What follows belongs to an exercise in optimizing a design on an open flow for a short achievable clock period and few clock cycles; a production flow would make more cautious choices. Where RTL was checked, it was by simulation tests only, not by an equivalence proof against the original. No activity file was given, so power comes from the tool's default toggle rates.

Setup of run a:
==> flow/design.v <==
module ALU(
    input  wire [15:0] in_a,
    input  wire [15:0] in_b,
    input  wire [7:0]  sel,
    output wire [15:0] ALU_out
);
wire [15:0] sum, dif;
wire        sum_co, dif_co;
ks_add #(0) add_u(.a(in_a), .b(in_b),  .s(sum), .cout(sum_co));
ks_add #(1) sub_u(.a(in_a), .b(~in_b), .s(dif), .cout(dif_co));
wire        eq  = in_a == in_b;
wire        lt  = ~dif_co;                  
wire [15:0] cmp = {14'd0, lt, ~lt & ~eq};
wire        big = |in_b[15:4];              
wire [15:0] shl = big ? 16'd0 : in_a << in_b[3:0];
wire [15:0] shr = big ? 16'd0 : in_a >> in_b[3:0];
assign ALU_out = ({16{sel[0]}} & sum)
               | ({16{sel[1]}} & dif)
               | ({16{sel[2]}} & (in_a & in_b))
               | ({16{sel[3]}} & (in_a | in_b))
               | ({16{sel[4]}} & (in_a ^ in_b))
               | ({16{sel[5]}} & shl)
               | ({16{sel[6]}} & shr)
               | ({16{sel[7]}} & cmp);
endmodule
module ks_add #(parameter CIN = 0) (
    input  wire [15:0] a,
    input  wire [15:0] b,
    output wire [15:0] s,
    output wire        cout
);
wire [15:0] p = a ^ b;
wire [15:0] t = a | b;
wire [15:0] g = a & b;
wire [15:0] g1, t1, g2, t2, g3, t3, g4, t4;
genvar i;
generate
    for (i = 0; i < 16; i = i + 1) begin : lv
        if (i == 0) begin
            if (CIN) begin
                assign g1[i] = t[0];
            end else begin
                assign g1[i] = g[0];
            end
            assign t1[i] = t[0];
        end else if (i == 1 && CIN) begin
            assign g1[i] = t[1] & (g[1] | a[0] | b[0]);
            assign t1[i] = t[1] & t[0];
        end else begin
            assign g1[i] = t[i] & (g[i] | a[i-1]) & (g[i] | b[i-1]);
            assign t1[i] = t[i] & t[i-1];
        end
        if (i >= 2) begin
            assign g2[i] = g1[i] | (t1[i] & g1[i-2]);
            assign t2[i] = t1[i] & t1[i-2];
        end else begin
            assign g2[i] = g1[i];
            assign t2[i] = t1[i];
        end
        if (i >= 4) begin
            assign g3[i] = g2[i] | (t2[i] & g2[i-4]);
            assign t3[i] = t2[i] & t2[i-4];
        end else begin
            assign g3[i] = g2[i];
            assign t3[i] = t2[i];
        end
        if (i >= 8) begin
            assign g4[i] = g3[i] | (t3[i] & g3[i-8]);
            assign t4[i] = t3[i] & t3[i-8];
        end else begin
            assign g4[i] = g3[i];
            assign t4[i] = t3[i];
        end
    end
endgenerate
assign s    = p ^ {g4[14:0], CIN[0]};
assign cout = g4[15];
endmodule
module bitty_cpu(
    input clk,
    input rst,
    output [7:0] imem_addr,
    input [15:0] imem_rdata,
    output [15:0] dmem_addr,
    output [15:0] dmem_wdata,
    output dmem_we,
    input [15:0] dmem_rdata,
    output reg halted
    );
reg [15:0] r [0:7];
reg [15:0] c;
reg [7:0]  fa;           
reg        arr_ok;       
reg [7:0]  d_pc;         
reg        d_pred;       
reg        replay;       
reg [15:0] ibuf;
reg [7:0]  ibuf_pc;
reg        ibuf_pred;
reg        e_valid, e_alu, e_ld, e_st, e_br, e_pred;
reg [7:0]  e_sel;
reg [2:0]  e_rx;
reg [1:0]  e_cond;
reg [7:0]  e_tgt, e_pc, e_pc1;
reg [15:0] e_a, e_b;
reg        w_alu, w_ld;      
reg [2:0]  w_rx;
reg [15:0] w_val;
localparam NB = 4;
reg        b_v   [0:NB-1];
reg [7:0]  b_pc  [0:NB-1];
reg [7:0]  b_tgt [0:NB-1];
reg [1:0]  b_rr;
assign imem_addr  = fa;
reg [15:0] m_addr, m_wdata;
assign dmem_addr  = m_addr;
assign dmem_wdata = m_wdata;
assign dmem_we    = e_st;        
wire [15:0] alu_out;
ALU alu(.in_a(e_a), .in_b(e_b), .sel(e_sel), .ALU_out(alu_out));
wire [15:0] cc = w_alu ? w_val : c;
wire c_hi0 = cc[15:2] == 14'd0;
wire e_act = e_br & c_hi0 &
             ((e_cond == 2'b00 & ~cc[1] & ~cc[0]) |
              (e_cond == 2'b01 & ~cc[1] &  cc[0]) |
              (e_cond == 2'b10 &  cc[1] & ~cc[0]));
wire e_miss = e_valid & (e_act != e_pred);
wire [7:0] e_fix = e_act ? e_tgt : e_pc1;
wire e_wr = e_alu;               
reg       p_hit;
reg [7:0] p_tgt;
integer j;
always @(*) begin
    p_hit = 1'b0;
    p_tgt = 8'd0;
    for (j = 0; j < NB; j = j + 1)
        if (b_v[j] & b_pc[j] == fa) begin
            p_hit = 1'b1;
            p_tgt = p_tgt | b_tgt[j];
        end
end
wire [15:0] ins      = replay ? ibuf : imem_rdata;
wire [7:0]  ins_pc   = replay ? ibuf_pc : d_pc;
wire        ins_pred = replay ? ibuf_pred : d_pred;
wire        dv       = (replay | arr_ok) & ~e_miss & ~halted;
wire [1:0] fmt    = ins[1:0];
wire [2:0] rx     = ins[15:13];
wire [2:0] ry     = ins[12:10];
wire [2:0] op     = ins[4:2];
wire       d_alu  = ~fmt[1];
wire       d_ld   = fmt == 2'b11 & ~ins[2];
wire       d_st   = fmt == 2'b11 &  ins[2];
wire       d_br   = fmt == 2'b10 & ins[3:2] != 2'b11;
wire       d_halt = fmt == 2'b10 & ins[3:2] == 2'b11;
wire [1:0] ifmt = imem_rdata[1:0];
wire i_use_rx = ~ifmt[1] | ifmt == 2'b11 & imem_rdata[2];
wire i_use_ry = ifmt == 2'b00 | ifmt == 2'b11;
wire i_br     = ifmt == 2'b10 & imem_rdata[3:2] != 2'b11;
wire stall  = ~replay & arr_ok & ~e_miss & ~halted & e_ld &
              ((i_use_rx & imem_rdata[15:13] == e_rx) |
               (i_use_ry & imem_rdata[12:10] == e_rx) | i_br);
wire        w_wr   = w_alu | w_ld;
wire [15:0] w_data = w_ld ? dmem_rdata : w_val;
wire [15:0] rf_a = replay ? r[ibuf[15:13]] : r[imem_rdata[15:13]];
wire [15:0] rf_b = replay ? r[ibuf[12:10]] : r[imem_rdata[12:10]];
wire [15:0] ra = (e_wr & e_rx == rx) ? alu_out :
                 (w_wr & w_rx == rx) ? w_data : rf_a;
wire [15:0] rb = (e_wr & e_rx == ry) ? alu_out :
                 (w_wr & w_rx == ry) ? w_data : rf_b;
wire go = dv & ~stall;           
integer i;
always @(posedge clk) begin
    if (rst) begin
        for (i = 0; i < 8; i = i + 1) r[i] <= 16'd0;
        for (i = 0; i < NB; i = i + 1) b_v[i] <= 1'b0;
        c        <= 16'd0;
        b_rr     <= 2'd0;
        arr_ok   <= 1'b0;
        fa       <= 8'd0;
        d_pc     <= 8'd0;
        d_pred   <= 1'b0;
        replay   <= 1'b0;
        e_valid  <= 1'b0;
        e_alu    <= 1'b0;
        e_ld     <= 1'b0;
        e_st     <= 1'b0;
        e_br     <= 1'b0;
        w_alu    <= 1'b0;
        w_ld     <= 1'b0;
        halted   <= 1'b0;
    end else begin
        for (i = 0; i < 8; i = i + 1)
            if (w_wr & w_rx == i)
                r[i] <= w_data;
        if (w_wr)
            c <= w_data;
        w_alu <= e_alu;
        w_ld  <= e_ld;
        if (e_valid & e_act & ~e_pred) begin
            b_v[b_rr]   <= 1'b1;
            b_pc[b_rr]  <= e_pc;
            b_tgt[b_rr] <= e_tgt;
            b_rr        <= b_rr + 2'd1;
        end
        if (e_valid & e_pred & ~e_act)
            for (i = 0; i < NB; i = i + 1)
                if (b_pc[i] == e_pc)
                    b_v[i] <= 1'b0;
        d_pc   <= fa;
        d_pred <= p_hit;
        if (e_miss) begin
            fa     <= e_fix;
            arr_ok <= 1'b0;
            replay <= 1'b0;
        end else if (stall) begin
            fa     <= fa;
            arr_ok <= 1'b0;
            replay <= 1'b1;
        end else begin
            fa     <= p_hit ? p_tgt : fa + 8'd1;
            arr_ok <= 1'b1;
            replay <= 1'b0;
        end
        if (dv & d_halt)
            halted <= 1'b1;
        e_valid <= go & ~d_halt;
        e_alu   <= go & d_alu;
        e_ld    <= go & d_ld;
        e_st    <= go & d_st;
        e_br    <= go & d_br;
    end
end
always @(posedge clk) begin
    ibuf      <= ins;
    ibuf_pc   <= ins_pc;
    ibuf_pred <= ins_pred;
    w_rx   <= e_rx;
    w_val  <= alu_out;
    e_sel  <= 8'd1 << op;
    e_rx   <= rx;
    e_cond <= ins[3:2];
    e_tgt  <= ins[11:4];
    e_pc   <= ins_pc;
    e_pc1  <= ins_pc + 8'd1;
    e_pred <= ins_pred;
    e_a    <= ra;
    e_b    <= (fmt == 2'b01) ? {8'd0, ins[12:5]} : rb;
    if (d_ld | d_st)
        m_addr <= rb;
    if (d_st)
        m_wdata <= ra;
end
endmodule
==> flow/config.mk <==
export PLATFORM = sky130hd
export DESIGN_NAME = bitty_cpu
export DESIGN_NICKNAME = bitty_cpu
export VERILOG_FILES = /design/flow/design.v
export SDC_FILE = /design/flow/constraint.sdc
export NUM_CORES = 4
export LEC_CHECK = 0
export ABC_CLOCK_PERIOD_IN_PS = 2000
export CAP_MARGIN = 20
export CORE_MARGIN = 2
export CORE_UTILIZATION = 40
export SETUP_SLACK_MARGIN = 3.5
export SLEW_MARGIN = 20
==> flow/constraint.sdc <==
create_clock -name core_clock -period 6.0 [get_ports {clk}]
set_input_delay 1.2000 -clock core_clock [delete_from_list [all_inputs] [get_ports {clk}]]
set_output_delay 1.2000 -clock core_clock [all_outputs]
set_load 0.01 [all_outputs]
standard.sh (not shown) runs the stock make flow with config.mk's settings and CLKGATE_MAP_FILE= SYNTH_SCRIPT=/design/flow/synth_recipe.tcl, a recipe that flattens the netlist after the stock synthesis.
==> flow/flow/run.sh <==
#!/bin/bash
# Standard ORFS layout, with the port buffers made from buf_4 cells
# instead of the delay-buffer cell buffer_ports picks on its own.
set -e
cd "$(dirname "$0")/.."
ls -la > files.log
cat standard.sh > standard_sh_copy.log
export BUFFER_PORTS_ARGS="-buffer_cell sky130_fd_sc_hd__buf_4"
bash standard.sh > standard.log 2>&1
Setup changes, run a to run b
-- flow/design.v --
<<< run a, line 99
reg        ibuf_pred;
reg        e_valid, e_alu, e_ld, e_st, e_br, e_pred;
reg [7:0]  e_sel;
reg [2:0]  e_rx;
>>> run b, line 99
reg        ibuf_pred;
reg        e_valid, e_alu, e_ld, e_st, e_br, e_pred;
reg        e_bpred;          
reg        e_dres, e_dact;   
reg [7:0]  e_sel;
reg [2:0]  e_rx;
<<< run a, line 113
reg [1:0]  b_rr;
assign imem_addr  = fa;
reg [15:0] m_addr, m_wdata;
assign dmem_addr  = m_addr;
assign dmem_wdata = m_wdata;
assign dmem_we    = e_st;        
wire [15:0] alu_out;
>>> run b, line 115
reg [1:0]  b_rr;
assign imem_addr  = fa;
assign dmem_addr  = e_b;
assign dmem_wdata = e_a;
assign dmem_we    = e_st;        
wire [15:0] alu_out;
<<< run a, line 125
              (e_cond == 2'b01 & ~cc[1] &  cc[0]) |
              (e_cond == 2'b10 &  cc[1] & ~cc[0]));
wire e_miss = e_valid & (e_act != e_pred);
wire [7:0] e_fix = e_act ? e_tgt : e_pc1;
wire e_wr = e_alu;               
reg       p_hit;
>>> run b, line 126
              (e_cond == 2'b01 & ~cc[1] &  cc[0]) |
              (e_cond == 2'b10 &  cc[1] & ~cc[0]));
wire e_miss = e_valid & ~e_dres & (e_act != e_pred);
wire [7:0] e_fix = e_act ? e_tgt : e_pc1;
wire e_out = e_dres ? e_dact : e_act;    
wire e_wr = e_alu;               
reg       p_hit;
<<< run a, line 169
                 (w_wr & w_rx == ry) ? w_data : rf_b;
wire go = dv & ~stall;           
integer i;
always @(posedge clk) begin
>>> run b, line 171
                 (w_wr & w_rx == ry) ? w_data : rf_b;
wire go = dv & ~stall;           
wire [15:0] cd   = w_ld ? dmem_rdata : w_alu ? w_val : c;
wire        cd_hi0 = cd[15:2] == 14'd0;
wire        d_res  = d_br & ~e_alu;
wire        d_act  = cd_hi0 &
                     ((ins[3:2] == 2'b00 & ~cd[1] & ~cd[0]) |
                      (ins[3:2] == 2'b01 & ~cd[1] &  cd[0]) |
                      (ins[3:2] == 2'b10 &  cd[1] & ~cd[0]));
wire        d_back = d_br & ~d_res & ~ins_pred & ins[11:4] <= ins_pc;
wire        d_redir = go & ((d_res & (d_act != ins_pred)) | d_back);
wire [7:0]  d_fix   = (d_res ? d_act : 1'b1) ? ins[11:4] : ins_pc + 8'd1;
integer i;
always @(posedge clk) begin
<<< run a, line 197
        w_alu <= e_alu;
        w_ld  <= e_ld;
        if (e_valid & e_act & ~e_pred) begin
            b_v[b_rr]   <= 1'b1;
            b_pc[b_rr]  <= e_pc;
>>> run b, line 209
        w_alu <= e_alu;
        w_ld  <= e_ld;
        if (e_valid & e_br & e_out & ~e_bpred) begin
            b_v[b_rr]   <= 1'b1;
            b_pc[b_rr]  <= e_pc;
<<< run a, line 203
            b_rr        <= b_rr + 2'd1;
        end
        if (e_valid & e_pred & ~e_act)
            for (i = 0; i < NB; i = i + 1)
                if (b_pc[i] == e_pc)
>>> run b, line 215
            b_rr        <= b_rr + 2'd1;
        end
        if (e_valid & e_bpred & ~e_out)
            for (i = 0; i < NB; i = i + 1)
                if (b_pc[i] == e_pc)
<<< run a, line 211
        if (e_miss) begin
            fa     <= e_fix;
            arr_ok <= 1'b0;
            replay <= 1'b0;
>>> run b, line 223
        if (e_miss) begin
            fa     <= e_fix;
            arr_ok <= 1'b0;
            replay <= 1'b0;
        end else if (d_redir) begin
            fa     <= d_fix;
            arr_ok <= 1'b0;
            replay <= 1'b0;
<<< run a, line 243
    e_pc   <= ins_pc;
    e_pc1  <= ins_pc + 8'd1;
    e_pred <= ins_pred;
    e_a    <= ra;
    e_b    <= (fmt == 2'b01) ? {8'd0, ins[12:5]} : rb;
    if (d_ld | d_st)
        m_addr <= rb;
    if (d_st)
        m_wdata <= ra;
end
endmodule
>>> run b, line 259
    e_pc   <= ins_pc;
    e_pc1  <= ins_pc + 8'd1;
    e_pred  <= ins_pred | d_back;
    e_bpred <= ins_pred;
    e_dres  <= d_res;
    e_dact  <= d_act;
    e_a    <= ra;
    e_b    <= (fmt == 2'b01) ? {8'd0, ins[12:5]} : rb;
end
endmodule
==> comparison <==
- | total vias in the final route | run b vs run a | worse |
- The met3 track demand over resource in global routing reported for run b is greater than that of run a by 1.2 points.
- Run b vs run a — number of vias per cell rose 2.3%.
- [run b] synthesized cell area fell about 3% relative to run a
- In run b the critical path depth turned out 3 lower than in run a.
- Summary of run b over run a: final RePlAce weighted congestion decreased about 6%; total power lower; final cell area excluding filler cells shrank by 0.91%; global-route usage over all layers picked up an extra 1.9 points.
- Diff run a -> run b: number of placement rows shrank by 1; switching part of the total grew by 1.8 points; non-clock buffer count grew by about 12%; share of cell area taken by multi-input logic gates grew by 2.0 points.
Testbench counts of run b, summed over its fixed seeds: cycles 77,225.
For run a, only the layout was checked, not whether the RTL still works.

port drivers added, routing unchanged:
The results above use ideal ports. As a check the final layouts listed here were re-extracted and re-timed, cells and wires unchanged.
Step 1 assumes that a clkbuf_16 drives the clock port and a buf_2 every other input.
Step 2 moves the port delays by t, midway between the first and last clock arrival at a register: inputs arrive t later, outputs are due t later. That takes back most of the time a late clock gives input paths.
Three values: ideal, step 1, step 2; two values: the first two.
| run | t (ns) | setup WS [ns] | worst setup path at the end |
|---|---|---|---|
| run a | 0.639 | 2.888 / 2.888 / 2.568 | input to register |
| run b | 0.632 | 3.170 / 3.147 / 2.515 | input to register |
After both steps setup and hold are still met in every run listed. The setup slack of run b, which loses most, moves by -0.023 ns with the drivers and by -0.655 ns with both steps.
